Context: an optimization exercise on an open-source flow, tuned for small area and a short achievable clock period. The choices shown serve that exercise and are no tape-out recipe.
Function was checked by simulation only, so behaviour that the tests miss may differ from the original.

===== flow/flow/synth_overrides.tcl =====
# Overrides for the standard flow's synthesis script (see run.sh).
# synth: the fine stage runs without Yosys's internal "abc -fast", so that
# extract_fa sees the full adders as the RTL writes them.  Modules listed in
# FLOW_FAST_MODULES keep their hierarchy until the end of synthesis (the standard flow's
# script flattens everything before writing the netlist).
proc synth {args} {
  if {[lsearch -exact $args "fine:"] >= 0} {
    yosys synth -nofsm -noshare -noabc {*}$args
  } else {
    if {[info exists ::env(FLOW_FAST_MODULES)]} {
      foreach m $::env(FLOW_FAST_MODULES) {
        yosys setattr -mod -set keep_hierarchy 1 $m
      }
    }
    yosys synth -nofsm -noshare {*}$args
  }
}
# abc: modules in FLOW_FAST_MODULES are mapped with FLOW_ABC_FAST, the rest
# with FLOW_ABC_AREA.
proc abc {args} {
  set i [lsearch -exact $args "-script"]
  if {$i < 0 || ![info exists ::env(FLOW_ABC_AREA)]} {
    yosys abc {*}$args
    return
  }
  set rest [list]
  if {[info exists ::env(FLOW_FAST_MODULES)]} {
    foreach m $::env(FLOW_FAST_MODULES) {
      if {[lindex [yosys select -count $m] 0] == 0} { continue }
      set a $args
      lset a [expr {$i + 1}] $::env(FLOW_ABC_FAST)
      yosys abc {*}$a $m
    }
    set rest [list $::env(DESIGN_NAME)]
  }
  set a $args
  lset a [expr {$i + 1}] $::env(FLOW_ABC_AREA)
  yosys abc {*}$a {*}$rest
}

===== flow/design.v =====
module pabs(input s, input [14:0] x, output [14:0] m);
  wire [15:0] xx = {1'b0, x};
  wire [3:0] g;
  wire [15:0] w;    
  genvar i;
  generate for (i = 0; i < 4; i = i + 1) begin : gg
    assign g[i] = |xx[4*i+3:4*i];
    assign w[4*i] = 1'b0;
    assign w[4*i+1] = xx[4*i];
    assign w[4*i+2] = xx[4*i] | xx[4*i+1];
    assign w[4*i+3] = xx[4*i] | xx[4*i+1] | xx[4*i+2];
  end endgenerate
  wire [3:0] pg = {g[0] | g[1] | g[2], g[0] | g[1], g[0], 1'b0};
  wire [15:0] o;
  generate for (i = 0; i < 16; i = i + 1) begin : go
    assign o[i] = s & (pg[i/4] | w[i]);
  end endgenerate
  assign m = x ^ o[14:0];
endmodule
module pneg(input s, input [14:0] x, output [14:0] m);
  reg [14:0] p;
  integer k;
  always @* begin
    p = x;
    for (k = 1; k < 15; k = k * 2)
      p = p | (p << k);
  end
  assign m = x ^ ({15{s}} & {p[13:0], 1'b0});
endmodule
module pdec(input [14:0] m, output [3:0] sh, output [1:0] e, output [10:0] f);
  wire [15:0] d = {m[13:0] ^ {14{m[14]}}, 2'b11};
  wire [3:0] z4;
  wire [1:0] c4 [0:3];
  genvar i;
  generate for (i = 0; i < 4; i = i + 1) begin : g4
    wire [3:0] v = d[4*i+3:4*i];
    assign z4[i] = ~|v;
    assign c4[i] = v[3] ? 2'd0 : v[2] ? 2'd1 : v[1] ? 2'd2 : 2'd3;
  end endgenerate
  wire n3 = z4[3] & z4[2];
  wire n2 = n3 ? z4[1] : z4[3];
  wire [1:0] lo = n3 ? (z4[1] ? c4[0] : c4[1]) : (z4[3] ? c4[2] : c4[3]);
  assign sh = {n3, n2, lo};
  wire [12:0] t0 = m[12:0];
  wire [12:0] t1 = sh[3] ? {t0[4:0], 8'b0} : t0;
  wire [12:0] t2 = sh[2] ? {t1[8:0], 4'b0} : t1;
  wire [12:0] t3 = sh[1] ? {t2[10:0], 2'b0} : t2;
  wire [12:0] t4 = sh[0] ? {t3[11:0], 1'b0} : t3;
  assign e = t4[12:11];
  assign f = t4[10:0];
endmodule
module prip #(parameter W = 8) (input [W-1:0] x, input [W-1:0] y, input ci, output [W-1:0] s);
  wire [W:0] c;
  assign c[0] = ci;
  genvar i;
  generate for (i = 0; i < W; i = i + 1) begin : g
    assign s[i] = x[i] ^ y[i] ^ c[i];
    assign c[i+1] = (x[i] & y[i]) | (x[i] & c[i]) | (y[i] & c[i]);
  end endgenerate
endmodule
module Posit_Multiplier(A1, B1, clk, reset, OUT);
  input [0:15] A1, B1;
  input clk, reset;
  output reg [0:15] OUT;
  wire [14:0] ma_in, mb_in;
  pabs u_aa(A1[0], A1[1:15], ma_in);
  pabs u_ab(B1[0], B1[1:15], mb_in);
  reg sa, sb;
  reg [14:0] ma, mb;
  reg rst_d;
  wire [15:0] res;
  always @(posedge clk) begin
    sa <= A1[0];
    sb <= B1[0];
    ma <= ma_in;
    mb <= mb_in;
    rst_d <= reset;
    OUT <= res & {16{~reset}};
  end
  wire [3:0] sha, shb;
  wire [1:0] ea, eb;
  wire [10:0] fa, fb;
  pdec u_da(ma, sha, ea, fa);
  pdec u_db(mb, shb, eb, fb);
  wire [12:0] r;
  pmul_core u_m(fa, fb, r);
  wire c = r[12] | r[11];                  
  wire p22 = ~r[11];                       
  wire [6:0] sca = {~ma[14], sha ^ {4{~ma[14]}}, ea};
  wire [6:0] scb = {~mb[14], shb ^ {4{~mb[14]}}, eb};
  wire [7:0] s0;
  prip #(8) u_sc({sca[6], sca}, {scb[6], scb}, 1'b0, s0);
  wire neg = s0[7];                        
  wire [4:0] q = s0[6:2] ^ {5{neg}};       
  wire [1:0] fe = s0[1:0];
  wire f3 = &fe;                           
  wire m1 = &s0[7:2];                      
  wire za = ~|ma;
  wire zb = ~|mb;
  wire z = (za & ~sa) | (zb & ~sb) | rst_d;
  wire n = ((za & sa) | (zb & sb)) & ~z;
  wire so = ~z & (n | (sa ^ sb));
  wire rb = ~neg & ~z & ~n;                
  wire frc = z | n | q[4];
  reg [14:0] v0;
  always @* begin
    if (!c)
      v0 = {~neg, neg, fe, r[10:0]};
    else if (!f3)
      v0 = {~neg, neg, fe[1] ^ fe[0], ~fe[0], p22, r[10:1]};
    else if (!neg)
      v0 = {5'b11000, p22, r[10:2]};
    else if (m1)
      v0 = {4'b1000, p22, r[10:1]};
    else
      v0 = {3'b100, p22, r[10:0]};
  end
  wire [14:0] v1 = q[3] ? {{8{~neg}}, v0[14:8]} : v0;
  wire [14:0] v2 = q[2] ? {{4{~neg}}, v1[14:4]} : v1;
  wire [14:0] v3 = q[1] ? {{2{~neg}}, v2[14:2]} : v2;
  wire [14:0] v4 = q[0] ? {~neg, v3[14:1]} : v3;
  wire [14:0] body = frc ? {15{rb}} : v4;
  wire [14:0] ob;
  pneg u_on(so, body, ob);
  assign res = {so, ob};
endmodule
module pmul_core(input [10:0] fa, input [10:0] fb, output [12:0] r);
  wire [120:0] pp;
  genvar gi, gj;
  generate for (gi = 0; gi < 11; gi = gi + 1) begin : g_i
    for (gj = 0; gj < 11; gj = gj + 1) begin : g_j
      assign pp[gi*11+gj] = fa[gi] & fb[gj];
    end
  end endgenerate
  wire n1, n2, n3, n4, n5, n6, n7, n8, n9, n10, n11, n12, n13, n14, n15, n16, n17, n18, n19, n20;
  wire n21, n22, n23, n24, n25, n26, n27, n28, n29, n30, n31, n32, n33, n34, n35, n36, n37, n38, n39, n40;
  wire n41, n42, n43, n44, n45, n46, n47, n48, n49, n50, n51, n52, n53, n54, n55, n56, n57, n58, n59, n60;
  wire n61, n62, n63, n64, n65, n66, n67, n68, n69, n70, n71, n72, n73, n74, n75, n76, n77, n78, n79, n80;
  wire n81, n82, n83, n84, n85, n86, n87, n88, n89, n90, n91, n92, n93, n94, n95, n96, n97, n98, n99, n100;
  wire n101, n102, n103, n104, n105, n106, n107, n108, n109, n110, n111, n112, n113, n114, n115, n116, n117, n118, n119, n120;
  wire n121, n122, n123, n124, n125, n126, n127, n128, n129, n130, n131, n132, n133, n134, n135, n136, n137, n138, n139, n140;
  wire n141, n142, n143, n144, n145, n146, n147, n148, n149, n150, n151, n152, n153, n154, n155, n156, n157, n158, n159, n160;
  wire n161, n162, n163, n164, n165, n166, n167, n168, n169, n170, n171, n172, n173, n174, n175, n176, n177, n178, n179, n180;
  wire n181, n182, n183, n184, n185, n186, n187, n188, n189, n190, n191, n192, n193, n194, n195, n196, n197, n198, n199, n200;
  wire n201, n202, n203, n204, n205, n206, n207, n208, n209, n210, n211, n212, n213, n214, n215, n216, n217, n218, n219, n220;
  wire n221, n222, n223, n224, n225, n226, n227, n228, n229, n230, n231, n232, n233, n234, n235, n236, n237, n238, n239, n240;
  wire n241, n242, n243, n244, n245, n246, n247, n248, n249, n250, n251, n252, n253, n254, n255, n256, n257, n258, n259, n260;
  wire n261, n262, n263, n264, n265, n266, n267, n268, n269, n270, n271, n272, n273, n274, n275, n276, n277, n278, n279, n280;
  wire n281, n282, n283, n284, n285, n286, n287, n288, n289, n290, n291, n292;
  assign n1 = pp[9] ^ pp[19];
  assign n2 = pp[9] & pp[19];
  assign n3 = pp[10] ^ pp[20] ^ pp[30];
  assign n4 = (pp[10] & pp[20]) | (pp[10] & pp[30]) | (pp[20] & pp[30]);
  assign n5 = pp[40] ^ pp[50];
  assign n6 = pp[40] & pp[50];
  assign n7 = pp[21] ^ pp[31] ^ pp[41];
  assign n8 = (pp[21] & pp[31]) | (pp[21] & pp[41]) | (pp[31] & pp[41]);
  assign n9 = pp[51] ^ pp[61] ^ pp[71];
  assign n10 = (pp[51] & pp[61]) | (pp[51] & pp[71]) | (pp[61] & pp[71]);
  assign n11 = pp[81] ^ pp[91];
  assign n12 = pp[81] & pp[91];
  assign n13 = pp[32] ^ pp[42] ^ pp[52];
  assign n14 = (pp[32] & pp[42]) | (pp[32] & pp[52]) | (pp[42] & pp[52]);
  assign n15 = pp[62] ^ pp[72] ^ pp[82];
  assign n16 = (pp[62] & pp[72]) | (pp[62] & pp[82]) | (pp[72] & pp[82]);
  assign n17 = pp[92] ^ pp[102];
  assign n18 = pp[92] & pp[102];
  assign n19 = pp[43] ^ pp[53] ^ pp[63];
  assign n20 = (pp[43] & pp[53]) | (pp[43] & pp[63]) | (pp[53] & pp[63]);
  assign n21 = pp[73] ^ pp[83] ^ pp[93];
  assign n22 = (pp[73] & pp[83]) | (pp[73] & pp[93]) | (pp[83] & pp[93]);
  assign n23 = pp[54] ^ pp[64] ^ pp[74];
  assign n24 = (pp[54] & pp[64]) | (pp[54] & pp[74]) | (pp[64] & pp[74]);
  assign n25 = pp[6] ^ pp[16];
  assign n26 = pp[6] & pp[16];
  assign n27 = pp[7] ^ pp[17] ^ pp[27];
  assign n28 = (pp[7] & pp[17]) | (pp[7] & pp[27]) | (pp[17] & pp[27]);
  assign n29 = pp[37] ^ pp[47];
  assign n30 = pp[37] & pp[47];
  assign n31 = pp[8] ^ pp[18] ^ pp[28];
  assign n32 = (pp[8] & pp[18]) | (pp[8] & pp[28]) | (pp[18] & pp[28]);
  assign n33 = pp[38] ^ pp[48] ^ pp[58];
  assign n34 = (pp[38] & pp[48]) | (pp[38] & pp[58]) | (pp[48] & pp[58]);
  assign n35 = pp[68] ^ pp[78];
  assign n36 = pp[68] & pp[78];
  assign n37 = n1 ^ pp[29] ^ pp[39];
  assign n38 = (n1 & pp[29]) | (n1 & pp[39]) | (pp[29] & pp[39]);
  assign n39 = pp[49] ^ pp[59] ^ pp[69];
  assign n40 = (pp[49] & pp[59]) | (pp[49] & pp[69]) | (pp[59] & pp[69]);
  assign n41 = pp[79] ^ pp[89] ^ pp[99];
  assign n42 = (pp[79] & pp[89]) | (pp[79] & pp[99]) | (pp[89] & pp[99]);
  assign n43 = n3 ^ n5 ^ pp[60];
  assign n44 = (n3 & n5) | (n3 & pp[60]) | (n5 & pp[60]);
  assign n45 = pp[70] ^ pp[80] ^ pp[90];
  assign n46 = (pp[70] & pp[80]) | (pp[70] & pp[90]) | (pp[80] & pp[90]);
  assign n47 = pp[100] ^ pp[110] ^ n2;
  assign n48 = (pp[100] & pp[110]) | (pp[100] & n2) | (pp[110] & n2);
  assign n49 = n7 ^ n9 ^ n11;
  assign n50 = (n7 & n9) | (n7 & n11) | (n9 & n11);
  assign n51 = pp[101] ^ pp[111] ^ fa[0];
  assign n52 = (pp[101] & pp[111]) | (pp[101] & fa[0]) | (pp[111] & fa[0]);
  assign n53 = fb[0] ^ n4 ^ n6;
  assign n54 = (fb[0] & n4) | (fb[0] & n6) | (n4 & n6);
  assign n55 = n13 ^ n15 ^ n17;
  assign n56 = (n13 & n15) | (n13 & n17) | (n15 & n17);
  assign n57 = pp[112] ^ fa[1] ^ fb[1];
  assign n58 = (pp[112] & fa[1]) | (pp[112] & fb[1]) | (fa[1] & fb[1]);
  assign n59 = n8 ^ n10 ^ n12;
  assign n60 = (n8 & n10) | (n8 & n12) | (n10 & n12);
  assign n61 = n19 ^ n21 ^ pp[103];
  assign n62 = (n19 & n21) | (n19 & pp[103]) | (n21 & pp[103]);
  assign n63 = pp[113] ^ fa[2] ^ fb[2];
  assign n64 = (pp[113] & fa[2]) | (pp[113] & fb[2]) | (fa[2] & fb[2]);
  assign n65 = n14 ^ n16 ^ n18;
  assign n66 = (n14 & n16) | (n14 & n18) | (n16 & n18);
  assign n67 = n23 ^ pp[84] ^ pp[94];
  assign n68 = (n23 & pp[84]) | (n23 & pp[94]) | (pp[84] & pp[94]);
  assign n69 = pp[104] ^ pp[114] ^ fa[3];
  assign n70 = (pp[104] & pp[114]) | (pp[104] & fa[3]) | (pp[114] & fa[3]);
  assign n71 = fb[3] ^ n20 ^ n22;
  assign n72 = (fb[3] & n20) | (fb[3] & n22) | (n20 & n22);
  assign n73 = pp[65] ^ pp[75] ^ pp[85];
  assign n74 = (pp[65] & pp[75]) | (pp[65] & pp[85]) | (pp[75] & pp[85]);
  assign n75 = pp[95] ^ pp[105] ^ pp[115];
  assign n76 = (pp[95] & pp[105]) | (pp[95] & pp[115]) | (pp[105] & pp[115]);
  assign n77 = fa[4] ^ fb[4] ^ n24;
  assign n78 = (fa[4] & fb[4]) | (fa[4] & n24) | (fb[4] & n24);
  assign n79 = pp[76] ^ pp[86] ^ pp[96];
  assign n80 = (pp[76] & pp[86]) | (pp[76] & pp[96]) | (pp[86] & pp[96]);
  assign n81 = pp[106] ^ pp[116] ^ fa[5];
  assign n82 = (pp[106] & pp[116]) | (pp[106] & fa[5]) | (pp[116] & fa[5]);
  assign n83 = pp[87] ^ pp[97] ^ pp[107];
  assign n84 = (pp[87] & pp[97]) | (pp[87] & pp[107]) | (pp[97] & pp[107]);
  assign n85 = pp[4] ^ pp[14];
  assign n86 = pp[4] & pp[14];
  assign n87 = pp[5] ^ pp[15] ^ pp[25];
  assign n88 = (pp[5] & pp[15]) | (pp[5] & pp[25]) | (pp[15] & pp[25]);
  assign n89 = pp[35] ^ pp[45];
  assign n90 = pp[35] & pp[45];
  assign n91 = n25 ^ pp[26] ^ pp[36];
  assign n92 = (n25 & pp[26]) | (n25 & pp[36]) | (pp[26] & pp[36]);
  assign n93 = pp[46] ^ pp[56] ^ pp[66];
  assign n94 = (pp[46] & pp[56]) | (pp[46] & pp[66]) | (pp[56] & pp[66]);
  assign n95 = n27 ^ n29 ^ pp[57];
  assign n96 = (n27 & n29) | (n27 & pp[57]) | (n29 & pp[57]);
  assign n97 = pp[67] ^ pp[77] ^ n26;
  assign n98 = (pp[67] & pp[77]) | (pp[67] & n26) | (pp[77] & n26);
  assign n99 = n31 ^ n33 ^ n35;
  assign n100 = (n31 & n33) | (n31 & n35) | (n33 & n35);
  assign n101 = pp[88] ^ n28 ^ n30;
  assign n102 = (pp[88] & n28) | (pp[88] & n30) | (n28 & n30);
  assign n103 = n37 ^ n39 ^ n41;
  assign n104 = (n37 & n39) | (n37 & n41) | (n39 & n41);
  assign n105 = n32 ^ n34 ^ n36;
  assign n106 = (n32 & n34) | (n32 & n36) | (n34 & n36);
  assign n107 = n43 ^ n45 ^ n47;
  assign n108 = (n43 & n45) | (n43 & n47) | (n45 & n47);
  assign n109 = n38 ^ n40 ^ n42;
  assign n110 = (n38 & n40) | (n38 & n42) | (n40 & n42);
  assign n111 = n49 ^ n51 ^ n53;
  assign n112 = (n49 & n51) | (n49 & n53) | (n51 & n53);
  assign n113 = n44 ^ n46 ^ n48;
  assign n114 = (n44 & n46) | (n44 & n48) | (n46 & n48);
  assign n115 = n55 ^ n57 ^ n59;
  assign n116 = (n55 & n57) | (n55 & n59) | (n57 & n59);
  assign n117 = n50 ^ n52 ^ n54;
  assign n118 = (n50 & n52) | (n50 & n54) | (n52 & n54);
  assign n119 = n61 ^ n63 ^ n65;
  assign n120 = (n61 & n63) | (n61 & n65) | (n63 & n65);
  assign n121 = n56 ^ n58 ^ n60;
  assign n122 = (n56 & n58) | (n56 & n60) | (n58 & n60);
  assign n123 = n67 ^ n69 ^ n71;
  assign n124 = (n67 & n69) | (n67 & n71) | (n69 & n71);
  assign n125 = n62 ^ n64 ^ n66;
  assign n126 = (n62 & n64) | (n62 & n66) | (n64 & n66);
  assign n127 = n73 ^ n75 ^ n77;
  assign n128 = (n73 & n75) | (n73 & n77) | (n75 & n77);
  assign n129 = n68 ^ n70 ^ n72;
  assign n130 = (n68 & n70) | (n68 & n72) | (n70 & n72);
  assign n131 = n79 ^ n81 ^ fb[5];
  assign n132 = (n79 & n81) | (n79 & fb[5]) | (n81 & fb[5]);
  assign n133 = n74 ^ n76 ^ n78;
  assign n134 = (n74 & n76) | (n74 & n78) | (n76 & n78);
  assign n135 = n83 ^ pp[117] ^ fa[6];
  assign n136 = (n83 & pp[117]) | (n83 & fa[6]) | (pp[117] & fa[6]);
  assign n137 = fb[6] ^ n80 ^ n82;
  assign n138 = (fb[6] & n80) | (fb[6] & n82) | (n80 & n82);
  assign n139 = pp[98] ^ pp[108] ^ pp[118];
  assign n140 = (pp[98] & pp[108]) | (pp[98] & pp[118]) | (pp[108] & pp[118]);
  assign n141 = fa[7] ^ fb[7] ^ n84;
  assign n142 = (fa[7] & fb[7]) | (fa[7] & n84) | (fb[7] & n84);
  assign n143 = pp[109] ^ pp[119] ^ fa[8];
  assign n144 = (pp[109] & pp[119]) | (pp[109] & fa[8]) | (pp[119] & fa[8]);
  assign n145 = pp[3] ^ pp[13];
  assign n146 = pp[3] & pp[13];
  assign n147 = n85 ^ pp[24] ^ pp[34];
  assign n148 = (n85 & pp[24]) | (n85 & pp[34]) | (pp[24] & pp[34]);
  assign n149 = n87 ^ n89 ^ pp[55];
  assign n150 = (n87 & n89) | (n87 & pp[55]) | (n89 & pp[55]);
  assign n151 = n91 ^ n93 ^ n88;
  assign n152 = (n91 & n93) | (n91 & n88) | (n93 & n88);
  assign n153 = n95 ^ n97 ^ n92;
  assign n154 = (n95 & n97) | (n95 & n92) | (n97 & n92);
  assign n155 = n99 ^ n101 ^ n96;
  assign n156 = (n99 & n101) | (n99 & n96) | (n101 & n96);
  assign n157 = n103 ^ n105 ^ n100;
  assign n158 = (n103 & n105) | (n103 & n100) | (n105 & n100);
  assign n159 = n107 ^ n109 ^ n104;
  assign n160 = (n107 & n109) | (n107 & n104) | (n109 & n104);
  assign n161 = n111 ^ n113 ^ n108;
  assign n162 = (n111 & n113) | (n111 & n108) | (n113 & n108);
  assign n163 = n115 ^ n117 ^ n112;
  assign n164 = (n115 & n117) | (n115 & n112) | (n117 & n112);
  assign n165 = n119 ^ n121 ^ n116;
  assign n166 = (n119 & n121) | (n119 & n116) | (n121 & n116);
  assign n167 = n123 ^ n125 ^ n120;
  assign n168 = (n123 & n125) | (n123 & n120) | (n125 & n120);
  assign n169 = n127 ^ n129 ^ n124;
  assign n170 = (n127 & n129) | (n127 & n124) | (n129 & n124);
  assign n171 = n131 ^ n133 ^ n128;
  assign n172 = (n131 & n133) | (n131 & n128) | (n133 & n128);
  assign n173 = n135 ^ n137 ^ n132;
  assign n174 = (n135 & n137) | (n135 & n132) | (n137 & n132);
  assign n175 = n139 ^ n141 ^ n136;
  assign n176 = (n139 & n141) | (n139 & n136) | (n141 & n136);
  assign n177 = n143 ^ fb[8] ^ n140;
  assign n178 = (n143 & fb[8]) | (n143 & n140) | (fb[8] & n140);
  assign n179 = pp[120] ^ fa[9] ^ fb[9];
  assign n180 = (pp[120] & fa[9]) | (pp[120] & fb[9]) | (fa[9] & fb[9]);
  assign n181 = pp[2] ^ pp[12];
  assign n182 = pp[2] & pp[12];
  assign n183 = n145 ^ pp[23] ^ pp[33];
  assign n184 = (n145 & pp[23]) | (n145 & pp[33]) | (pp[23] & pp[33]);
  assign n185 = n147 ^ pp[44] ^ n146;
  assign n186 = (n147 & pp[44]) | (n147 & n146) | (pp[44] & n146);
  assign n187 = n149 ^ n86 ^ n148;
  assign n188 = (n149 & n86) | (n149 & n148) | (n86 & n148);
  assign n189 = n151 ^ n90 ^ n150;
  assign n190 = (n151 & n90) | (n151 & n150) | (n90 & n150);
  assign n191 = n153 ^ n94 ^ n152;
  assign n192 = (n153 & n94) | (n153 & n152) | (n94 & n152);
  assign n193 = n155 ^ n98 ^ n154;
  assign n194 = (n155 & n98) | (n155 & n154) | (n98 & n154);
  assign n195 = n157 ^ n102 ^ n156;
  assign n196 = (n157 & n102) | (n157 & n156) | (n102 & n156);
  assign n197 = n159 ^ n106 ^ n158;
  assign n198 = (n159 & n106) | (n159 & n158) | (n106 & n158);
  assign n199 = n161 ^ n110 ^ n160;
  assign n200 = (n161 & n110) | (n161 & n160) | (n110 & n160);
  assign n201 = n163 ^ n114 ^ n162;
  assign n202 = (n163 & n114) | (n163 & n162) | (n114 & n162);
  assign n203 = n165 ^ n118 ^ n164;
  assign n204 = (n165 & n118) | (n165 & n164) | (n118 & n164);
  assign n205 = n167 ^ n122 ^ n166;
  assign n206 = (n167 & n122) | (n167 & n166) | (n122 & n166);
  assign n207 = n169 ^ n126 ^ n168;
  assign n208 = (n169 & n126) | (n169 & n168) | (n126 & n168);
  assign n209 = n171 ^ n130 ^ n170;
  assign n210 = (n171 & n130) | (n171 & n170) | (n130 & n170);
  assign n211 = n173 ^ n134 ^ n172;
  assign n212 = (n173 & n134) | (n173 & n172) | (n134 & n172);
  assign n213 = n175 ^ n138 ^ n174;
  assign n214 = (n175 & n138) | (n175 & n174) | (n138 & n174);
  assign n215 = n177 ^ n142 ^ n176;
  assign n216 = (n177 & n142) | (n177 & n176) | (n142 & n176);
  assign n217 = n179 ^ n144 ^ n178;
  assign n218 = (n179 & n144) | (n179 & n178) | (n144 & n178);
  assign n219 = fa[10] ^ fb[10] ^ n180;
  assign n220 = (fa[10] & fb[10]) | (fa[10] & n180) | (fb[10] & n180);
  assign n221 = pp[1] & pp[11];
  assign n222 = (n181 & pp[22]) | (n181 & n221) | (pp[22] & n221);
  assign n223 = (n183 & n182) | (n183 & n222) | (n182 & n222);
  assign n224 = (n185 & n184) | (n185 & n223) | (n184 & n223);
  assign n225 = (n187 & n186) | (n187 & n224) | (n186 & n224);
  assign n226 = (n189 & n188) | (n189 & n225) | (n188 & n225);
  assign n227 = (n191 & n190) | (n191 & n226) | (n190 & n226);
  assign n228 = (n193 & n192) | (n193 & n227) | (n192 & n227);
  assign n229 = (n195 & n194) | (n195 & n228) | (n194 & n228);
  assign n230 = n197 ^ n196;
  assign n231 = n197 & n196;
  assign n232 = n199 ^ n198;
  assign n233 = n199 & n198;
  assign n234 = n201 ^ n200;
  assign n235 = n201 & n200;
  assign n236 = n203 ^ n202;
  assign n237 = n203 & n202;
  assign n238 = n205 ^ n204;
  assign n239 = n205 & n204;
  assign n240 = n207 ^ n206;
  assign n241 = n207 & n206;
  assign n242 = n209 ^ n208;
  assign n243 = n209 & n208;
  assign n244 = n211 ^ n210;
  assign n245 = n211 & n210;
  assign n246 = n213 ^ n212;
  assign n247 = n213 & n212;
  assign n248 = n215 ^ n214;
  assign n249 = n215 & n214;
  assign n250 = n217 ^ n216;
  assign n251 = n217 & n216;
  assign n252 = n219 ^ n218;
  assign n253 = n219 & n218;
  assign n254 = n231 | (n230 & n229);
  assign n255 = n233 | (n232 & n254);
  assign n256 = n237 | (n236 & n235);
  assign n257 = n236 & n234;
  assign n258 = n241 | (n240 & n239);
  assign n259 = n240 & n238;
  assign n260 = n245 | (n244 & n243);
  assign n261 = n244 & n242;
  assign n262 = n249 | (n248 & n247);
  assign n263 = n248 & n246;
  assign n264 = n253 | (n252 & n251);
  assign n265 = n252 & n250;
  assign n266 = n256 | (n257 & n255);
  assign n267 = n260 | (n261 & n258);
  assign n268 = n261 & n259;
  assign n269 = n264 | (n265 & n262);
  assign n270 = n265 & n263;
  assign n271 = n267 | (n268 & n266);
  assign n272 = n269 | (n270 & n271);
  assign n273 = n258 | (n259 & n266);
  assign n274 = n262 | (n263 & n271);
  assign n275 = n235 | (n234 & n255);
  assign n276 = n239 | (n238 & n266);
  assign n277 = n243 | (n242 & n273);
  assign n278 = n247 | (n246 & n271);
  assign n279 = n251 | (n250 & n274);
  assign n280 = 1'b0 | (n220 & n272);
  assign n281 = n232 ^ n254;
  assign n282 = n234 ^ n255;
  assign n283 = n236 ^ n275;
  assign n284 = n238 ^ n266;
  assign n285 = n240 ^ n276;
  assign n286 = n242 ^ n273;
  assign n287 = n244 ^ n277;
  assign n288 = n246 ^ n271;
  assign n289 = n248 ^ n278;
  assign n290 = n250 ^ n274;
  assign n291 = n252 ^ n279;
  assign n292 = n220 ^ n272;
  assign r[0] = n281;
  assign r[1] = n282;
  assign r[2] = n283;
  assign r[3] = n284;
  assign r[4] = n285;
  assign r[5] = n286;
  assign r[6] = n287;
  assign r[7] = n288;
  assign r[8] = n289;
  assign r[9] = n290;
  assign r[10] = n291;
  assign r[11] = n292;
  assign r[12] = n280;
endmodule

===== flow/flow/abc_area.script =====
strash
dch
amap
strash
dch
amap
topo

===== flow/flow/run.sh =====
#!/bin/bash
# Layout flow: the standard flow (standard.sh) with these changes.
#  1. Synthesis skips Yosys's internal "abc -fast" before extract_fa, so the
#     full adders written in the RTL are extracted as written.
#  2. The final abc mapping uses flow/abc_area.script (area mapping), except
#     for the modules in FLOW_FAST_MODULES, which keep their hierarchy until
#     the standard flow's script flattens the design and are mapped with
#     flow/abc_fast.script (delay mapping).
#  3. Ports are buffered with sky130_fd_sc_hd__buf_1 cells.
# Registers and their names are those of the standard synthesis.
set -euo pipefail
here=$(pwd)
{
  head -n 1 synth_recipe.tcl
  cat flow/synth_overrides.tcl
  tail -n +2 synth_recipe.tcl
} > flow_synth.tcl
export FLOW_ABC_AREA="$here/flow/abc_area.script"
export FLOW_ABC_FAST="$here/flow/abc_fast.script"
export FLOW_FAST_MODULES="pabs"
bash standard.sh SYNTH_SCRIPT="$here/flow_synth.tcl" \
  "BUFFER_PORTS_ARGS=-buffer_cell sky130_fd_sc_hd__buf_1" SETUP_SLACK_MARGIN=47.05 finish > flow_standard.log 2>&1

===== flow/config.mk =====
export PLATFORM = sky130hd
export DESIGN_NAME = Posit_Multiplier
export DESIGN_NICKNAME = Posit_Multiplier
export VERILOG_FILES = /design/flow/design.v
export SDC_FILE = /design/flow/constraint.sdc
export NUM_CORES = 4
export LEC_CHECK = 0
export CAP_MARGIN = 20
export CORE_MARGIN = 2
export CORE_UTILIZATION = 40
export CTS_BUF_LIST = sky130_fd_sc_hd__clkbuf_8
export CTS_CLUSTER_DIAMETER = 300
export CTS_CLUSTER_SIZE = 50
export SLEW_MARGIN = 20

===== flow/standard.sh =====
#!/bin/bash
# synth_recipe.tcl (not shown) runs the flow's synth.tcl, then flattens the netlist and writes it again
# the make line also repeats each setting of config.mk as NAME=value (left out here)
make -C /OpenROAD-flow-scripts/flow DESIGN_CONFIG=/design/flow/config.mk WORK_HOME=/design/flow/orfs CLKGATE_MAP_FILE= SYNTH_SCRIPT=/design/flow/synth_recipe.tcl "${@:-finish}"

===== flow/constraint.sdc =====
create_clock -name core_clock -period 60.0 [get_ports {clk}]
set_input_delay 12.0000 -clock core_clock [delete_from_list [all_inputs] [get_ports {clk}]]
set_output_delay 12.0000 -clock core_clock [all_outputs]
set_load 0.01 [all_outputs]

===== flow/flow/abc_fast.script =====
strash
map -D 600
topo

==> results of run 1 <==
==> how the worst max path moves through the flow <==
| stage | start | to | cells after the start |
|---|---|---|---|
| floorplan | A1[15] | ma[11] | 6 |
| global placement | mb[14] | OUT[1] | 53 |
| detailed placement | mb[14] | OUT[1] | 49 |
| CTS | mb[14] | OUT[1] | 49 |
| global route | mb[14] | OUT[1] | 53 |
| finish | OUT[3] | OUT[3] | 1 |
==> layout by cell type, fill, tap and decap left out, types with 5 or more instances in the layout <==
master    count
a211oi_1     16
xor2_1       16
dfxtp_1      47
nor2_1      242
clkinv_1     77
o22a_1       14
nand3_1       5
nor3_1       12
a31oi_1       7
o22ai_1      74
clkinv_2      5
inv_2        17
buf_1        49
o22ai_2       6
buf_4        13
nand2_1      55
a22oi_1      21
o221ai_1      8
fa_1        111
o21ai_0      45
clkbuf_8      5
a21oi_1      41
o32a_1        9
nor2b_1       6
xnor2_1       6
ha_1         28
nand4_1       9
==> final cells by class <==
class                      instances  area [sq um]  share of cell area
inverter                         104           425              0.0522
sequential                        49           986               0.121
clock inverter                     3          42.5             0.00522
tap                              229           287              0.0351
timing repair buffer              63           289              0.0354
multi-input combinational        781          6060               0.743
clock buffer                       5          68.8             0.00844
==> per-module statistics from Yosys (local to each module, per instance) <==
module | area (sq um) | cells inside | flip-flops and latches | times used
pabs | 304 | 59 | 0 | 2
Posit_Multiplier | 6740 | 818 | 49 | 1
==> timing repair <==
action / CTS / global route
gates resized for setup: 12 / 42
setup endpoints to repair: 14 / 26
pin swaps: 0 / 2
setup buffers: 0 / 7
==> routing by layer <==
| metal | global-route usage | share of wire | routed length (microns) |
|---|---|---|---|
| met5 | 0 | 0 | 0 |
| met1 | 0.292 | 0.46 | 9010 |
| met3 | 0.0124 | 0.041 | 804 |
| met4 | 0.0675 | 0.025 | 484 |
| met2 | 0.343 | 0.47 | 9300 |
==> worst reg2reg max path, delay by kind of cell, from the launching register on <==
family	cells	cell delay, ps
compound gates	25	4700
fa+ha+maj	8	3470
buf+inv	7	1430
flops	1	490
simple gates	12	1790
==> synthesized netlist by cell type (2+ instances only) <==
| cell type | n | area, sq um |
|---|---|---|
| xnor2_1 | 6 | 52.6 |
| nand3_1 | 5 | 25.0 |
| clkinv_1 | 104 | 390 |
| o32a_1 | 9 | 90.1 |
| xor2_1 | 16 | 140 |
| nand4_1 | 9 | 56.3 |
| a31oi_1 | 7 | 43.8 |
| o31ai_1 | 3 | 22.5 |
| a221oi_1 | 4 | 35.0 |
| nor4_1 | 4 | 25.0 |
| a21oi_1 | 41 | 205 |
| ha_1 | 29 | 363 |
| nor2_1 | 246 | 923 |
| nor3_1 | 14 | 70.1 |
| dfxtp_1 | 49 | 981 |
| fa_1 | 111 | 2220 |
| nand2_1 | 56 | 210 |
| o22ai_1 | 80 | 500 |
| a22oi_1 | 21 | 158 |
| a211oi_1 | 16 | 120 |
| o32ai_1 | 3 | 26.3 |
| buf_4 | 2 | 15.0 |
| nor2b_1 | 6 | 37.5 |
| o21bai_1 | 4 | 30.0 |
| o21ai_0 | 48 | 240 |
| o221ai_1 | 10 | 87.6 |
| o22a_1 | 14 | 123 |
| or2_0 | 4 | 25.0 |
==> flip-flops by register name, indices dropped and copies added (netlist names) <==
name / count
OUT: 16
ma: 15
mb: 15
rst_d: 1
sa: 1
sb: 1
==> cells by family (layout without fill, tap and decap cells) <==
group,count (synthesis),count (layout)
AO/OA/AOI/OAI,271,271
XOR/XNOR,22,22
adder cells (fa/ha/maj),140,140
buffers and inverters,106,175
flip-flops,49,49
AND/OR/NAND/NOR,348,348
==> stage by stage <==
stage / setup WS (ps) / hold WS, ps / cell area (sq um)
floorplan: 47160 / 823 / 7340
global placement: 46010 / 727 / 7850
detailed placement: 46070 / 735 / 7850
CTS: 47080 / 738 / 7980
global route: 46960 / 805 / 8160
finish: 47190 / 733 / 8160
==> summary.json, run 1 <==
{
  "total_number_of_h_tree_levels": 2,
  "grt_util_all_layers": 0.207,
  "share_of_the_clock_period_used_by_the_worst_path": 0.213,
  "timing.critical_path.buf_inv": 1,
  "critical-path-slowest-cell": "dfxtp_1",
  "average_instance_area_after_synthesis_sq_um": 7.85,
  "timing.rr.end": "OUT[1]",
  "synth_edf_count": 0,
  "coreArea_sq_um": 18000,
  "clock_latency_ps": 310,
  "r2r_start": "mb[14]",
  "min-delay-path-class": "flop to flop",
  "critical_path.cell_chain": "buf_1",
  "drt_first_pass_iters": 5,
  "finalSetupTns_ps": 0,
  "die_width_microns": 140,
  "whs_endpoint": "OUT[0]",
  "adder_and_majority_gate_portion_of_the_synthesized_area": 0.352,
  "outcome": "finished clean",
  "worst_clock_skew_ps": 5.05,
  "cts.root.buffer_cell": "clkbuf_8",
  "post-route-drc-count": 0,
  "placed_cells": 1218,
  "mapped_area_sq_um": 7340,
  "tightest_slew_ps": 946,
  "worst_ep_required_time_ps": 48000,
  "netlist-cell-type-count": 43,
  "crit_fanout": 1,
  "cpLargestDelayFamily": "flip-flops",
  "yosys_warnings": 3,
  "synthToLayoutAreaGrowth_pct": 11.1,
  "synth.mux.area_fraction": 0,
  "initial_antenna_violation_count": 0,
  "setup.reg_to_reg.worst_slack_ps": 48040,
  "cap_viol_max_count": 0,
  "grt_max_degree": 21,
  "synth_compound_gate_area_share": 0.242,
  "grt_pass1_vias": 6791,
  "worst_slew_margin_rel": 0.369,
  "rsz0062_at_grt": "yes",
  "report.final.hold_viol_count": 0,
  "synth_xor_xnor_area_share": 0.0262,
  "worstSetupStartpointType": "flop",
  "largest_family_of_logic_cells_by_synthesized_area": "adder cells",
  "drive_above_1_share": 0.0667,
  "period_minus_slack_ps": 12810,
  "maxSlewViolCount": 0,
  "worst_r2r_path_depth": 52,
  "clock_sinks": 49,
  "routed-via-count": 6980,
  "fmaxAchievable_ghz": 0.0781,
  "hold_start": "rst_d",
  "synth_simple_gate_area_frac": 0.191,
  "postLayoutCoreUtil": 0.454,
  "antenna_cells": 0,
  "synthesis.instances": 936,
  "synthArstFlopShare": 0,
  "crit_type": "flop to output pin",
  "design.portCount": 50,
  "finish.cell_count_without_fillers": 1234,
  "floorplan.initialDensity": 0.409,
  "fp.dieH_microns": 140,
  "cts_tree": "built",
  "cts_buffers": 5,
  "place_hpwl_mm": 15.8,
  "final_net_count": 1178,
  "port-buffer-count": 49,
  "gp_congestion": 0.916,
  "mappedNetlistNets": 1110,
  "first_iter_violations": 422,
  "setup_viol_count_final": 0,
  "timing.critical_path.arrival_ps": 810,
  "grt_pass1_wl_mm": 33.5,
  "detail_route.vias_per_cell": 5.66,
  "synth.yosys.seq_area_share": 0.134,
  "num-fill-cells": 1849,
  "worst_hold_path.num_cells": 4,
  "clock_path_buffers": 2,
  "detail-route-antenna-nets": 0,
  "crit_path_max_incr_delay_ps": 340,
  "worst_setup_hold_path_clk_slew_ps": 90,
  "routed_wl_mm": 19.6,
  "end_kind": "output pin",
  "grt_overflow_total": 0,
  "yosys_register_bits": 49,
  "ys_flop_type": "dfxtp_1",
  "hold_buffers": 0,
  "design.die.area_sq_um": 19500,
  "wire_per_inst_microns": 15.9,
  "core.rowCount": 49
}
==> inputs of run 2 (changes only) <==
--- a/flow/flow/run.sh
+++ b/flow/flow/run.sh
@@ -19,4 +19,4 @@
 export FLOW_ABC_FAST="$here/flow/abc_fast.script"
 export FLOW_FAST_MODULES="pabs"
 bash standard.sh SYNTH_SCRIPT="$here/flow_synth.tcl" \
-  "BUFFER_PORTS_ARGS=-buffer_cell sky130_fd_sc_hd__buf_1" SETUP_SLACK_MARGIN=47.05 finish > flow_standard.log 2>&1
+  "BUFFER_PORTS_ARGS=-buffer_cell sky130_fd_sc_hd__buf_1" SETUP_SLACK_MARGIN=47.0 finish > flow_standard.log 2>&1
==> summary.json, run 2 <==
{
  "mapped_area_sq_um": 7340,
  "period_minus_slack_ps": 12810,
  "gp_congestion": 0.916,
  "report.final.hold_viol_count": 0,
  "synthDominantCellAreaShare": 0.303,
  "synth.mux.area_fraction": 0,
  "critical_path.cell_chain": "buf_1",
  "coreArea_sq_um": 18000,
  "core.rowCount": 49,
  "mappedNetlistNets": 1110,
  "detail-route-antenna-nets": 0,
  "adder_and_majority_gate_portion_of_the_synthesized_area": 0.352,
  "design.die.area_sq_um": 19500,
  "crit_path_max_incr_delay_ps": 340,
  "tightest_slew_ps": 947,
  "routed_wl_mm": 19.5,
  "cts_tree": "built",
  "dpl_cell_area_sq_um": 7850,
  "critical-path-slowest-cell": "dfxtp_1",
  "worst_ep_required_time_ps": 48000,
  "finalSetupTns_ps": 0,
  "min-delay-path-class": "flop to flop",
  "synth.yosys.seq_area_share": 0.134,
  "worst_setup_hold_path_clk_slew_ps": 90,
  "top_library_cells_by_usage_in_the_layout_fill_and_taps_aside": "nor2_1 (243), fa_1 (111), clkinv_1 (78)",
  "final_net_count": 1175,
  "netlist.top_cell.by_area": "fa_1",
  "cpLargestDelayFamily": "flip-flops",
  "post-route-drc-count": 0,
  "ys_top_cells_by_area": "fa_1 (30%), dfxtp_1 (13%), nor2_1 (13%)",
  "wire_per_inst_microns": 15.8,
  "cap_viol_max_count": 0,
  "largest_registers_ranked_by_flip_flop_count": "OUT x16, ma x15, mb x15",
  "antenna_cells": 0,
  "grt_util_all_layers": 0.207,
  "grt_overflow_total": 0,
  "share_of_the_clock_period_used_by_the_worst_path": 0.213,
  "synthToLayoutAreaGrowth_pct": 10.3,
  "cts.root.buffer_cell": "clkbuf_8",
  "synthArstFlopShare": 0,
  "netlist-cell-type-count": 43,
  "hold_start": "rst_d",
  "layout_commonest_cell": "nor2_1",
  "num-fill-cells": 1847,
  "crit_fanout": 1,
  "crit_path_start": "OUT[3]",
  "drive_above_1_share": 0.0599,
  "hold_buffers": 0,
  "rsz0062_at_grt": "yes",
  "worst_clock_skew_ps": 5.25,
  "port-buffer-count": 49,
  "max_flop_register": "OUT",
  "floorplan.initialDensity": 0.409,
  "grt_max_degree": 21,
  "timing.critical_path.buf_inv": 1,
  "grt_pass1_wl_mm": 33.4,
  "timing.critical_path.arrival_ps": 810,
  "yosys_register_bits": 49,
  "outcome": "finished clean",
  "postLayoutCellArea_sq_um": 8100,
  "worstSetupStartpointType": "flop",
  "average_instance_area_after_synthesis_sq_um": 7.85,
  "ys_flop_type": "dfxtp_1",
  "clock_path_buffers": 2,
  "design.portCount": 50,
  "largest_family_of_logic_cells_by_synthesized_area": "adder cells",
  "r2r_start": "ma[14]",
  "setup_viol_count_final": 0,
  "yosysMostFrequentCell": "nor2_1",
  "detail_route.vias_per_cell": 5.64,
  "synth_simple_gate_area_frac": 0.191,
  "first_iter_violations": 446,
  "grt_pass1_vias": 6777,
  "synth_edf_count": 0,
  "clock_sinks": 49,
  "maxSlewViolCount": 0,
  "routed-via-count": 6944,
  "largest_reg_flops": 16,
  "synth_xor_xnor_area_share": 0.0262,
  "synthesis.instances": 936,
  "crit_type": "flop to output pin",
  "worst_slew_margin_rel": 0.369,
  "fp.dieH_microns": 140,
  "end_kind": "output pin",
  "netlist_top_cells_count": "nor2_1 (246), fa_1 (111), clkinv_1 (104)",
  "clock_latency_ps": 310,
  "total_number_of_h_tree_levels": 2,
  "synth_compound_gate_area_share": 0.242,
  "fmaxAchievable_ghz": 0.0781,
  "drt_first_pass_iters": 5,
  "initial_antenna_violation_count": 0,
  "yosys_warnings": 3,
  "die_width_microns": 140,
  "cts_buffers": 5,
  "place_hpwl_mm": 15.8
}
-- run 2: kinds of logic after synthesis --
logic type / count (synthesis)
adder cells (fa/ha/maj): 140
flip-flops: 49
buffers and inverters: 106
XOR/XNOR: 22
AO/OA/AOI/OAI: 271
AND/OR/NAND/NOR: 348
-- run 2: modules after synthesis, one instance, submodules excluded --
module | flops+latches | area (sq um)
pabs | 0 | 304
Posit_Multiplier | 49 | 6740
-- run 2: final cells by class --
cell class	count	area, sq um	area share
Timing Repair Buffer	60	279	0.0344
Tap cell	229	287	0.0354
Clock inverter	3	42.5	0.00525
Multi-Input combinational cell	781	6030	0.744
Clock buffer	5	68.8	0.00850
Inverter	104	409	0.0505
Sequential cell	49	986	0.122
-- run 2: stage by stage --
stage	setup WS, ps	utilization	std cells	hold WS [ps]
final	47190	0.451	1231	731
after global routing	46930	0.451	1231	805
after CTS	47000	0.444	1226	738
after detailed placement	46070	0.437	1218	735
after global placement	46010	0.437	1218	727
after floorplan	47160	-	936	823
-- run 2: repair_timing --
action,4_1_cts,5_1_grt
pin swaps,0,1
gates resized for setup,9,38
endpoints found under the hold margin,0,0
buffers inserted,0,4
endpoints found under the setup margin,14,20
-- run 2: final timing paths --
| path | cells past startpoint | slack [ps] | endpoint |
|---|---|---|---|
| max reg2reg | 54 | 48020 | OUT[1] |
| min reg2reg | 4 | 730 | OUT[0] |
| min | 4 | 730 | OUT[0] |
| max | 1 | 47190 | OUT[3] |
-- run 2: routing by layer --
layer | global-route usage | vias up | routed length, microns
met3 | 0.0134 | 25 | 789
met1 | 0.292 | 3287 | 9000
li1 | - | 3431 | -
met4 | 0.0659 | 0 | 507
met2 | 0.342 | 201 | 9180
met5 | 0 | - | 0
-- run 2: tightest hold or removal path: stages, from the launching register on --
cell and delay (ps):
dfxtp_1 320, nor2_1 50, o21ai_0 60, buf_4 200, nor2_1 50
==> inputs of run 3 (changes only) <==
--- a/flow/flow/run.sh
+++ b/flow/flow/run.sh
@@ -7,6 +7,11 @@
 #     the standard flow's script flattens the design and are mapped with
 #     flow/abc_fast.script (delay mapping).
 #  3. Ports are buffered with sky130_fd_sc_hd__buf_1 cells.
+#  4. ORFS's repair_timing runs with a setup margin of 47 ns, so that it
+#     works on paths longer than about 13 ns (the clock period and the SDC are
+#     unchanged: the layout is built and signed off at the design's 60 ns).
+# The flow's own output goes to flow_standard.log; each tool's log is under
+# orfs/logs/.
 # Registers and their names are those of the standard synthesis.
 set -euo pipefail
 here=$(pwd)
--- a/flow/config.mk
+++ b/flow/config.mk
@@ -7,7 +7,7 @@
 export LEC_CHECK = 0
 export CAP_MARGIN = 20
 export CORE_MARGIN = 2
-export CORE_UTILIZATION = 40
+export CORE_UTILIZATION = 60
 export CTS_BUF_LIST = sky130_fd_sc_hd__clkbuf_8
 export CTS_CLUSTER_DIAMETER = 300
 export CTS_CLUSTER_SIZE = 50
==> summary.json, run 3 <==
{
  "outcome": "finished clean",
  "clock_latency_ps": 310,
  "yosysMostFrequentCell": "nor2_1",
  "hold_buffers": 0,
  "worst_slew_margin_rel": 0.394,
  "synthDominantCellAreaShare": 0.303,
  "gp_congestion": 0.959,
  "share_of_the_clock_period_used_by_the_worst_path": 0.214,
  "worst_setup_hold_path_clk_slew_ps": 80,
  "postLayoutCellArea_sq_um": 8010,
  "grt_overflow_total": 0,
  "synthArstFlopShare": 0,
  "first_iter_violations": 610,
  "synth_simple_gate_area_frac": 0.191,
  "final_net_count": 1174,
  "synth_compound_gate_area_share": 0.242,
  "fmaxAchievable_ghz": 0.0777,
  "finalSetupTns_ps": 0,
  "clock_sinks": 49,
  "synth_edf_count": 0,
  "mapped_area_sq_um": 7340,
  "ys_top_cells_by_area": "fa_1 (30%), dfxtp_1 (13%), nor2_1 (13%)",
  "netlist.top_cell.by_area": "fa_1",
  "die_width_microns": 115,
  "grt_max_degree": 21,
  "crit_type": "input pin to flop",
  "post-route-drc-count": 0,
  "maxSlewViolCount": 0,
  "core.rowCount": 40,
  "detail-route-antenna-nets": 0,
  "coreArea_sq_um": 12000,
  "fp.dieH_microns": 115,
  "report.final.hold_viol_count": 0,
  "setup_viol_count_final": 0,
  "largest_reg_flops": 16,
  "synth.mux.area_fraction": 0,
  "timing.critical_path.arrival_ps": 13090,
  "initial_antenna_violation_count": 0,
  "total_number_of_h_tree_levels": 2,
  "drive_above_1_share": 0.0589,
  "netlist-cell-type-count": 43,
  "grt_pass1_wl_mm": 33.1,
  "yosys_register_bits": 49,
  "min-delay-path-class": "flop to flop",
  "drt_first_pass_iters": 6,
  "routed-via-count": 7259,
  "adder_and_majority_gate_portion_of_the_synthesized_area": 0.352,
  "antenna_cells": 0,
  "wire_per_inst_microns": 17.0,
  "synth_xor_xnor_area_share": 0.0262,
  "dpl_cell_area_sq_um": 7730,
  "average_instance_area_after_synthesis_sq_um": 7.85,
  "detail_route.vias_per_cell": 6.32,
  "layout_commonest_cell": "nor2_1",
  "cts.root.buffer_cell": "clkbuf_8",
  "synthesis.instances": 936,
  "cts_buffers": 5,
  "synthToLayoutAreaGrowth_pct": 9.06,
  "cts_tree": "built",
  "place_hpwl_mm": 15.8,
  "period_minus_slack_ps": 12860,
  "end_kind": "flop",
  "crit_fanout": 11,
  "worst_clock_skew_ps": 9.49,
  "worstSetupStartpointType": "input pin",
  "routed_wl_mm": 19.6,
  "grt_pass1_vias": 7056,
  "top_library_cells_by_usage_in_the_layout_fill_and_taps_aside": "nor2_1 (244), fa_1 (111), clkinv_1 (81)",
  "netlist_top_cells_count": "nor2_1 (246), fa_1 (111), clkinv_1 (104)",
  "largest_family_of_logic_cells_by_synthesized_area": "adder cells",
  "design.portCount": 50,
  "ys_flop_type": "dfxtp_1",
  "design.die.area_sq_um": 13100,
  "max_flop_register": "OUT",
  "floorplan.initialDensity": 0.614,
  "cap_viol_max_count": 0,
  "port-buffer-count": 49,
  "grt_util_all_layers": 0.312,
  "worst_ep_required_time_ps": 60220,
  "mappedNetlistNets": 1110,
  "rsz0062_at_grt": "yes",
  "yosys_warnings": 3,
  "synth.yosys.seq_area_share": 0.134,
  "num-fill-cells": 1009,
  "clock_path_buffers": 2,
  "tightest_slew_ps": 908,
  "largest_registers_ranked_by_flip_flop_count": "OUT x16, ma x15, mb x15"
}
## run 3: cell counts after synthesis
Identical to the previous run, type by type.
## run 3: cells by family after synthesis
logic type | count (synthesis)
buf+inv | 106
flops | 49
simple gates | 348
fa+ha+maj | 140
xor+xnor | 22
compound gates | 271
## run 3: final timing paths
check	from	to	slack, ps	depth (start not counted)
worst max-delay path	B1[0]	mb[3]	47140	4
worst min register to register	rst_d	OUT[0]	730	4
worst min-delay path	rst_d	OUT[0]	730	4
worst max register to register	mb[14]	OUT[1]	47980	54
## run 3: timing repair
item | 4_1_cts | 5_1_grt
resized for setup | 13 | 37
endpoints found under the setup margin | 13 | 22
setup buffers | 0 | 5
cloned | 0 | 0
pin swaps | 0 | 3
## run 3: layout make-up
| type | count | area [sq um] | share of cell area |
|---|---|---|---|
| clock buffers | 6 | 82.6 | 0.0103 |
| clock inverters | 2 | 37.5 | 0.00469 |
| inverters | 104 | 413 | 0.0515 |
| multi-input cells | 781 | 6050 | 0.755 |
| flip-flops and latches | 49 | 988 | 0.123 |
| well taps | 147 | 184 | 0.0230 |
| repair buffers | 59 | 259 | 0.0323 |
## run 3: routing by layer
layer | up-vias | part of all wire | global-route usage
li1 | 3435 | - | -
met1 | 3396 | 0.41 | 0.396
met2 | 347 | 0.48 | 0.537
met3 | 81 | 0.059 | 0.0323
met4 | 0 | 0.045 | 0.140
met5 | - | 0 | 0
## run 3: critical path, cell delays in order
cell and delay [ps]:
buf_1 320, clkinv_1 320, a21oi_1 240, xor2_1 200
## run 3: metrics by stage
stage               std cells  setup slack, ps  hold WS (ps)   util
floorplan                 936            47160           823      -
global placement         1135            46430           709  0.647
detailed placement       1135            46280           717  0.647
CTS                      1143            47030           734  0.659
global route             1148            46880           816  0.670
finish                   1148            47140           728  0.670
## run 3: modules after synthesis (local to each module, per instance)
module,flip-flops and latches,cells inside
pabs,0,59
Posit_Multiplier,49,818
==> inputs of run 4 (changes only) <==
--- a/flow/config.mk
+++ b/flow/config.mk
@@ -7,8 +7,9 @@
 export LEC_CHECK = 0
 export CAP_MARGIN = 20
 export CORE_MARGIN = 2
-export CORE_UTILIZATION = 60
+export CORE_UTILIZATION = 70
 export CTS_BUF_LIST = sky130_fd_sc_hd__clkbuf_8
 export CTS_CLUSTER_DIAMETER = 300
 export CTS_CLUSTER_SIZE = 50
+export PLACE_DENSITY = 0.8
 export SLEW_MARGIN = 20
==> summary.json, run 4 <==
{
  "worstSetupStartpointType": "input pin",
  "finish.cell_count_without_fillers": 1136,
  "worst_clock_skew_ps": 13.4,
  "tightest_slew_ps": 947,
  "design.portCount": 50,
  "multiInputGateArea_sq_um": 6100,
  "final-seq-area_sq_um": 988,
  "share_of_the_clock_period_used_by_the_worst_path": 0.214,
  "clock_sinks": 49,
  "yosys_register_bits": 49,
  "critical-path-slowest-cell": "nor2_1",
  "num-fill-cells": 674,
  "crit_path_max_incr_delay_ps": 230,
  "largest_registers_ranked_by_flip_flop_count": "OUT x16, ma x15, mb x15",
  "detailedPlace.worstSlack_ps": 46110,
  "critical_path.cell_chain": "buf_1 -> nor2_1 -> nand4_1 -> buf_4 -> nor3_1 -> nor2_1 -> nand2_1 -> nand2_1",
  "crit_fanout": 7,
  "whs_endpoint": "OUT[0]",
  "routed-via-count": 7515,
  "detail-route-antenna-nets": 0,
  "wire_per_inst_microns": 18.4,
  "worst_slew_margin_rel": 0.369,
  "core.rowCount": 37,
  "yosysMostFrequentCell": "nor2_1",
  "finalSetupTns_ps": 0,
  "crit_type": "input pin to flop",
  "synth.yosys.seq_area_share": 0.134,
  "drt_first_pass_iters": 6,
  "synthArstFlopShare": 0,
  "report.final.hold_viol_count": 0,
  "ys_top_cells_by_area": "fa_1 (30%), dfxtp_1 (13%), nor2_1 (13%)",
  "initial_antenna_violation_count": 1,
  "placed_cells": 1123,
  "grt_max_degree": 21,
  "fp.dieH_microns": 106,
  "post-route-drc-count": 0,
  "worst_setup_hold_path_clk_slew_ps": 90,
  "gp_congestion": 1.04,
  "cap_viol_max_count": 0,
  "floorplan.initialDensity": 0.715,
  "clock_path_buffers": 2,
  "ys_flop_type": "dfxtp_1",
  "r2r_start": "ma[14]",
  "period_minus_slack_ps": 12860,
  "synthToLayoutAreaGrowth_pct": 9.68,
  "cts.root.buffer_cell": "clkbuf_8",
  "netlist_top_cells_count": "nor2_1 (246), fa_1 (111), clkinv_1 (104)",
  "clock_latency_ps": 310,
  "port-buffer-count": 49,
  "routed_wl_mm": 21.0,
  "yosys_warnings": 3,
  "setup_viol_count_final": 0,
  "outcome": "finished clean",
  "die_width_microns": 106,
  "drive_above_1_share": 0.0651,
  "synthDominantCellAreaShare": 0.303,
  "netlist-cell-type-count": 43,
  "hold_start": "rst_d",
  "fmaxAchievable_ghz": 0.0778,
  "first_iter_violations": 877,
  "top_library_cells_by_usage_in_the_layout_fill_and_taps_aside": "nor2_1 (243), fa_1 (111), clkinv_1 (78)",
  "final_net_count": 1172,
  "grt_overflow_total": 0,
  "end_kind": "flop",
  "largest_reg_flops": 16,
  "cts_tree": "built",
  "worst_ep_required_time_ps": 60200,
  "maxSlewViolCount": 0,
  "worst_r2r_path_depth": 48,
  "netlist.top_cell.by_area": "fa_1",
  "rsz0062_at_grt": "yes",
  "finalHoldWorstSlack_ps": 751,
  "average_instance_area_after_synthesis_sq_um": 7.85,
  "design.die.area_sq_um": 11300,
  "setup.reg_to_reg.worst_slack_ps": 47950,
  "synthesis.instances": 936,
  "place_hpwl_mm": 16.3,
  "cts_buffers": 5,
  "timing.critical_path.arrival_ps": 13060,
  "grt_pass1_vias": 7254,
  "synth_edf_count": 0,
  "layout_commonest_cell": "nor2_1",
  "max_flop_register": "OUT",
  "min-delay-path-class": "flop to flop",
  "detail_route.vias_per_cell": 6.62,
  "grt_util_all_layers": 0.376,
  "worst_hold_path.num_cells": 4,
  "mapped_area_sq_um": 7340,
  "coreArea_sq_um": 10300,
  "total_number_of_h_tree_levels": 2,
  "mappedNetlistNets": 1110,
  "timing.rr.end": "OUT[1]",
  "setup_ws_ps": 47140,
  "grt_pass1_wl_mm": 34.2
}
## run 4: cell counts after synthesis
No cell type changed its count.
## run 4: what timing repair did
item                                    CTS  global route
setup buffers                             0             4
endpoints found under the setup margin   14            17
hold buffers                              0             0
resized for setup                        18            48
pin swaps                                 0             2
## run 4: cell type report
| type | instances | area share |
|---|---|---|
| Clock inverter | 2 | 0.00419 |
| Tap cell | 136 | 0.0211 |
| Timing Repair Buffer | 57 | 0.0303 |
| Inverter | 104 | 0.0541 |
| Clock buffer | 6 | 0.0103 |
| Antenna cell | 1 | 0.000311 |
| Sequential cell | 49 | 0.123 |
| Multi-Input combinational cell | 781 | 0.757 |
## run 4: metrics by stage
| step | cell area, sq um | util |
|---|---|---|
| after floorplan | 7340 | - |
| after global placement | 7710 | 0.751 |
| after detailed placement | 7710 | 0.751 |
| after CTS | 7880 | 0.766 |
| after global routing | 8050 | 0.784 |
| final | 8060 | 0.784 |
## run 4: kinds of logic (layout without fill, tap and decap cells)
family                     after synthesis  after routing  synth area share
DFF                                     49             49             0.134
and+or+nand+nor                        348            348             0.191
xor gates and xnor gates                22             22            0.0262
other                                    0              1                 0
AOI/OAI and AO/OA                      271            271             0.242
buffers and inverters                  106            169            0.0552
adders and majority gates              140            140             0.352
## run 4: how the worst max path moves through the flow
stage | slack (ps) | cells after the start | to | start
6_report | 47140 | 8 | mb[11] | B1[15]
2_1_floorplan | 47160 | 6 | ma[11] | A1[15]
5_1_grt | 46970 | 53 | OUT[1] | mb[14]
3_5_place_dp | 46110 | 50 | OUT[1] | mb[14]
4_1_cts | 47030 | 49 | OUT[1] | ma[14]
3_3_place_gp | 46510 | 57 | OUT[1] | ma[14]
## run 4: routing by layer
metal	share of wire	vias up	global-route usage
li1	-	3421	-
met1	0.38	3480	0.457
met2	0.49	501	0.658
met3	0.081	113	0.0497
met4	0.055	0	0.186
met5	0	-	0
## run 4: modules after synthesis (local to each module, per instance)
| module | cells | times used |
|---|---|---|
| Posit_Multiplier | 818 | 1 |
| pabs | 59 | 2 |
## run 4: critical path: cells and delay by family
family / cells / cell delay (ps)
buf+inv: 2 / 270
simple gates: 6 / 780
==> inputs of run 5 (changes only) <==
--- a/flow/config.mk
+++ b/flow/config.mk
@@ -7,9 +7,8 @@
 export LEC_CHECK = 0
 export CAP_MARGIN = 20
 export CORE_MARGIN = 2
-export CORE_UTILIZATION = 70
+export CORE_UTILIZATION = 40
 export CTS_BUF_LIST = sky130_fd_sc_hd__clkbuf_8
 export CTS_CLUSTER_DIAMETER = 300
 export CTS_CLUSTER_SIZE = 50
-export PLACE_DENSITY = 0.8
 export SLEW_MARGIN = 20
==> summary.json, run 5 <==
{
  "outcome": "finished clean",
  "clock_latency_ps": 310,
  "final-seq-area_sq_um": 986,
  "fp.dieH_microns": 140,
  "synth_edf_count": 0,
  "netlist_top_cells_count": "nor2_1 (246), fa_1 (111), clkinv_1 (104)",
  "worst_setup_hold_path_clk_slew_ps": 90,
  "clock_path_buffers": 2,
  "setup_viol_count_final": 0,
  "ys_top_cells_by_area": "fa_1 (30%), dfxtp_1 (13%), nor2_1 (13%)",
  "largest_registers_ranked_by_flip_flop_count": "OUT x16, ma x15, mb x15",
  "max_flop_register": "OUT",
  "crit_fanout": 1,
  "worst_clock_skew_ps": 5.25,
  "period_minus_slack_ps": 12810,
  "design.die.area_sq_um": 19500,
  "gp_congestion": 0.916,
  "met2WireLength_mm": 9.18,
  "core.rowCount": 49,
  "yosysMostFrequentCell": "nor2_1",
  "cpLargestDelayFamily": "flip-flops",
  "cts.root.buffer_cell": "clkbuf_8",
  "grt_pass1_wl_mm": 33.4,
  "cap_viol_max_count": 0,
  "place_hpwl_mm": 15.8,
  "synthesis.instances": 936,
  "layout_commonest_cell": "nor2_1",
  "report.final.hold_viol_count": 0,
  "cts_tree": "built",
  "maxSlewViolCount": 0,
  "top_library_cells_by_usage_in_the_layout_fill_and_taps_aside": "nor2_1 (243), fa_1 (111), clkinv_1 (78)",
  "port-buffer-count": 49,
  "crit_path_max_incr_delay_ps": 340,
  "route.top_layer_used": "met4",
  "end_kind": "output pin",
  "finalSetupTns_ps": 0,
  "met1_length_mm": 9.00,
  "die_width_microns": 140,
  "num-fill-cells": 1847,
  "rsz0062_at_grt": "yes",
  "netlist-cell-type-count": 43,
  "drt_first_pass_iters": 5,
  "clock_sinks": 49,
  "cts_buffers": 5,
  "final_net_count": 1175,
  "average_instance_area_after_synthesis_sq_um": 7.85,
  "yosys_warnings": 3,
  "grt_overflow_total": 0,
  "yosys_register_bits": 49,
  "multiInputGateArea_sq_um": 6030,
  "post-route-drc-count": 0,
  "synth.yosys.seq_area_share": 0.134,
  "largest_reg_flops": 16,
  "routed_wl_mm": 19.5,
  "coreArea_sq_um": 18000,
  "fmaxAchievable_ghz": 0.0781,
  "worst_ep_required_time_ps": 48000,
  "tightest_slew_ps": 947,
  "mapped_area_sq_um": 7340,
  "design.portCount": 50,
  "grt_max_degree": 21,
  "mappedNetlistNets": 1110,
  "synthDominantCellAreaShare": 0.303,
  "grt_pass1_vias": 6777,
  "crit_type": "flop to output pin",
  "worstSetupStartpointType": "flop",
  "ys_flop_type": "dfxtp_1",
  "synthToLayoutAreaGrowth_pct": 10.3,
  "timing.critical_path.arrival_ps": 810,
  "grt_util_all_layers": 0.207,
  "initial_antenna_violation_count": 0,
  "wire_per_inst_microns": 15.8,
  "min-delay-path-class": "flop to flop",
  "netlist.top_cell.by_area": "fa_1",
  "critical_path.cell_chain": "buf_1",
  "first_iter_violations": 446,
  "drive_above_1_share": 0.0599,
  "antenna_cells": 0,
  "worst_slew_margin_rel": 0.369,
  "finalHoldWorstSlack_ps": 731,
  "setup.reg_to_reg.worst_slack_ps": 48020,
  "share_of_the_clock_period_used_by_the_worst_path": 0.213,
  "detail_route.vias_per_cell": 5.64,
  "critical-path-slowest-cell": "dfxtp_1",
  "routed_met3_length_microns": 789,
  "routed-via-count": 6944,
  "timing.critical_path.buf_inv": 1,
  "floorplan.initialDensity": 0.409,
  "synthArstFlopShare": 0,
  "total_number_of_h_tree_levels": 2,
  "detail-route-antenna-nets": 0
}
==> run 5: cell types whose count changed in the layout (fill, tap and decap cells not counted), moves of 2 or more <==
cell,previous run,this run
o21ai_1,6,2
o22ai_1,69,75
inv_4,3,0
o22ai_2,11,5
o21ai_0,41,45
inv_2,13,19
a31oi_4,2,0
a31oi_1,5,7
==> run 5: stage by stage <==
| step | worst slack [ps] | area [sq um] | utilization | instances |
|---|---|---|---|---|
| 3_5_place_dp | 46070 | 7850 | 0.437 | 1218 |
| 5_1_grt | 46930 | 8100 | 0.451 | 1231 |
| 6_report | 47190 | 8100 | 0.451 | 1231 |
| 4_1_cts | 47000 | 7980 | 0.444 | 1226 |
| 2_1_floorplan | 47160 | 7340 | - | 936 |
| 3_3_place_gp | 46010 | 7850 | 0.437 | 1218 |
==> run 5: routing by layer <==
metal | up-vias | track usage
met4 | 0 | 0.0659
met5 | - | 0
met2 | 201 | 0.342
met1 | 3287 | 0.292
li1 | 3431 | -
met3 | 25 | 0.0134
==> run 5: cell type report <==
class	count	area share
multi-input combinational	781	0.744
clock buffer	5	0.00850
timing repair buffer	60	0.0344
inverter	104	0.0505
sequential	49	0.122
tap	229	0.0354
clock inverter	3	0.00525
==> run 5: cells by family (layout without fill, tap and decap cells) <==
group,count (synthesis),after routing,share of synthesized area
AOI/OAI and AO/OA,271,271,0.242
xor gates and xnor gates,22,22,0.0262
adders and majority gates,140,140,0.352
buffers and inverters,106,172,0.0552
DFF,49,49,0.134
and+or+nand+nor,348,348,0.191
==> run 5: final timing paths <==
check	start	endpoint	cells after the start
setup / recovery	OUT[3]	OUT[3]	1
hold / removal	rst_d	OUT[0]	4
setup reg to reg	ma[14]	OUT[1]	54
hold reg to reg	rst_d	OUT[0]	4
==> run 5: repair_timing <==
action | 4_1_cts | 5_1_grt
endpoints found under the setup margin | 14 | 20
resized for setup | 9 | 38
hold buffers | 0 | 0
pin swaps | 0 | 1
setup buffers | 0 | 4
==> run 5: Yosys stat by module, one instance, submodules excluded <==
module / cells / flip-flops and latches / copies in the design / cell area [sq um]
pabs: 59 / 0 / 2 / 304
Posit_Multiplier: 818 / 49 / 1 / 6740

[port drivers added, routing unchanged]
Ports are ideal in the flow. The routed layouts listed here were re-timed in OpenROAD.
Step 1 sets driving cells, clkbuf_16 on the clock port and buf_2 on the other inputs (assumed; they add their load-dependent delay and slew).
Step 2, shift: input delay + t, output delay - t, t = (earliest + latest rising clock arrival at the registers) / 2. This alone moves slack from input paths to output paths.
Slacks: ideal ports / drivers / drivers and shift; pairs: ideal ports / drivers.
| run | shift t [ns] | setup slack, ns | worst setup path at the end | slew at the worst register clock pin (ns) |
|---|---|---|---|---|
| run 1 | 0.342 | 47.192 / 47.159 / 46.902 | input to register | 0.09 / 0.09 |
| run 2 | 0.342 | 47.192 / 47.159 / 46.872 | input to register | 0.09 / 0.09 |
| run 3 | 0.330 | 47.137 / 47.143 / 46.813 | input to register | 0.09 / 0.09 |
| run 4 | 0.329 | 47.141 / 47.146 / 46.817 | input to register | 0.09 / 0.09 |
| run 5 | 0.342 | 47.192 / 47.159 / 46.872 | input to register | 0.09 / 0.09 |
After both steps setup and hold are still met in every run listed.
